Background: an optimization exercise with open tools, aiming at small area, a short achievable clock period and few clock cycles. Do not read the settings as production practice.
Function was checked by simulation only, so behaviour that the tests miss may differ from the original.
Power and IR drop assume default switching activity.

== v51 ==
==> flow/design.v (excerpt) <==
module encode#(
	parameter DATAWIDTH_STATE		= 16,
	parameter DATAWIDTH_XMAX		= 18,
	parameter DATAWIDTH_RCPFREQ		= 32,
	parameter DATAWIDTH_BIAS		= 10,
	parameter DATAWIDTH_CMPLFREQ	= 9,
	parameter DATAWIDTH_RCPSHIFT	= 6,
	parameter RANS_BYTE_L_SHIFT		= 8,
	parameter DATANUM				= 130560
)(
	input wire								clk,
	input wire								rst,
	input wire								start,
	output reg								onebyte_end,
	output reg								finish,
	input wire	[	 DATAWIDTH_XMAX-1:0]	x_max,
	input wire								x_max_valid,
	input wire	[ DATAWIDTH_RCPFREQ-1:0]	rcp_freq,
	input wire								rcp_freq_valid,
	input wire	[	 DATAWIDTH_BIAS-1:0]	bias,
	input wire								bias_valid,
	input wire	[DATAWIDTH_CMPLFREQ-1:0]	cmpl_freq,
	input wire								cmpl_freq_valid,
	input wire	[DATAWIDTH_RCPSHIFT-1:0]	rcp_shift,
	input wire								rcp_shift_valid,
	input wire								tvalid,
	input wire	[			   	    7:0]	tdata,
	input wire								tlast,
	output reg	[			   	    7:0]	byte_enc,
	output reg								out_valid
);
==> flow/config.mk <==
export PLATFORM = sky130hd
export DESIGN_NAME = encode
export DESIGN_NICKNAME = encode
export VERILOG_FILES = /design/flow/design.v
export SDC_FILE = /design/flow/constraint.sdc
export NUM_CORES = 8
export LEC_CHECK = 0
export CAP_MARGIN = 20
export CORE_MARGIN = 2
export CORE_UTILIZATION = 50
export CTS_CLUSTER_DIAMETER = 100
export CTS_CLUSTER_SIZE = 30
export SETUP_SLACK_MARGIN = 5
export SLEW_MARGIN = 20
export SYNTH_MEMORY_MAX_BITS = 16384
export TNS_END_PERCENT = 20
==> flow/constraint.sdc <==
create_clock -name core_clock -period 10.0 [get_ports {clk}]
set_input_delay 2.0000 -clock core_clock [delete_from_list [all_inputs] [get_ports {clk}]]
set_output_delay 2.0000 -clock core_clock [all_outputs]
set_load 0.01 [all_outputs]
standard.sh (not shown) runs the stock make flow with config.mk's settings and CLKGATE_MAP_FILE= SYNTH_SCRIPT=/design/flow/synth_recipe.tcl, a recipe that flattens the netlist after the stock synthesis.
==> flow/flow/run.sh <==
#!/bin/bash
# Standard synthesis, then the standard ORFS layout steps with repair_timing
# aiming at a larger setup slack (a tighter internal target than the clock).
set -euo pipefail
MARGIN=${MARGIN:-6.5}
bash standard.sh synth > synth.log 2>&1
sed "s/SETUP_SLACK_MARGIN=[0-9.]*/SETUP_SLACK_MARGIN=$MARGIN/" standard.sh > layout.sh
grep -q "SETUP_SLACK_MARGIN=$MARGIN" layout.sh
bash layout.sh > layout.log 2>&1
v51 finished every stage and its layout cleared the timing, DRC and antenna checks.
Testbench counts of v51, summed over its fixed seeds: cycles 36,480.
The following lists how v46 was set up differently from v51:
Settings: CORE_UTILIZATION now 40, was 50.
v46 finished end to end and its layout was clean on timing, DRC and antenna.
Post-route clock period utilization ends up lower on v46.
Comparing utilization for v51 and v46, the smaller number came from v46.
Taking v51 as the reference point, the switching power as a share of total power of v46 rises by 0.42 points.
Die: v46 bigger than v51
From v51 to v46 the numbers moved as follows: data required time of the critical path shrank by 0.02 ns, clock-net power picked up an extra 12%, post-cts gate resize count has decreased.
diff inputs: v46 => v39
Settings: a change of CORE_UTILIZATION from 40 to 45.
--- a/flow/flow/run.sh
+++ b/flow/flow/run.sh
@@ -5 +5 @@
-MARGIN=${MARGIN:-6.5}
+MARGIN=${MARGIN:-6.7}
### Flow results
- Between v46 and v39, overall die height decreased.
- Worst relative slew slack: v39 vs v46 down 3.9 points
- Cmp v46 and v39 / number of ordinary inverters in the final layout / higher: v39
- Area growth from synthesis to final layout | v39 above v46

Starting RTL as in the previous note.
export LEC_CHECK = 0
export CAP_MARGIN = 20
export CORE_MARGIN = 2
export CORE_UTILIZATION = 45
export CTS_CLUSTER_DIAMETER = 100
export CTS_CLUSTER_SIZE = 30
export GPL_ROUTABILITY_DRIVEN = 0
export SETUP_SLACK_MARGIN = 5
export SLEW_MARGIN = 20
export SYNTH_MEMORY_MAX_BITS = 16384
export TNS_END_PERCENT = 20
create_clock -name core_clock -period 10.0 [get_ports {clk}]
==> flow/flow/run.sh <==
#!/bin/bash
# Standard synthesis, then the standard ORFS layout steps with repair_timing
# aiming at a larger setup slack (a tighter internal target than the clock).
set -euo pipefail
MARGIN=${MARGIN:-6.5}
bash standard.sh synth > synth.log 2>&1
sed "s/SETUP_SLACK_MARGIN=[0-9.]*/SETUP_SLACK_MARGIN=$MARGIN/" standard.sh > layout.sh
grep -q "SETUP_SLACK_MARGIN=$MARGIN" layout.sh
bash layout.sh > layout.log 2>&1
The first run completed without violations.
Testbench counts at the start, summed over its fixed seeds: cycles 36,480.
Change:
Settings changed: GPL_ROUTABILITY_DRIVEN 0 to unset.
=> Area after synthesis does not change. Routed wire length increases by 1.5%. Maximum frequency climbs by 2.5%. Sequential share of layout area came out higher by 0.13 points. Combinational power goes up by about 4%. Worst setup slack gets better by 0.089 ns. Via count fell by 0.74%. Cell count is about the same. Final area stays flat. Clock skew goes up by 0.018 ns. Clock power goes down by about 2%.

-- port drivers added, routing unchanged --
How much do the figures lean on ideal ports? The routed layouts below were timed once more, with nothing changed but the port constraints. Step 1, drivers: a clkbuf_16 drives clk and a buf_2 each remaining input, both assumed. Step 2 also shifts input and output timing later by t, the mid clock arrival at the registers, as if the neighbouring blocks saw the same clock. Slacks: ideal / step 1 / step 2; pairs: ideal / step 1.
run | t, ns | setup WS [ns] | worst setup path at the end
v51 | 0.740 | 6.270 / 6.270 / 6.270 | register to register
v46 | 0.750 | 6.394 / 6.393 / 6.354 | input to register
v39 | 0.754 | 6.423 / 6.393 / 6.423 | register to register
the first run of note 2 | 0.752 | 6.333 / 6.272 / 6.333 | register to register
the second run of note 2 | 0.756 | 6.422 / 6.349 / 6.438 | register to register
After both steps setup and hold are still met in every run listed. For v46, which loses most, drivers alone change the setup slack by -0.001 ns; drivers and shift together by -0.040 ns.
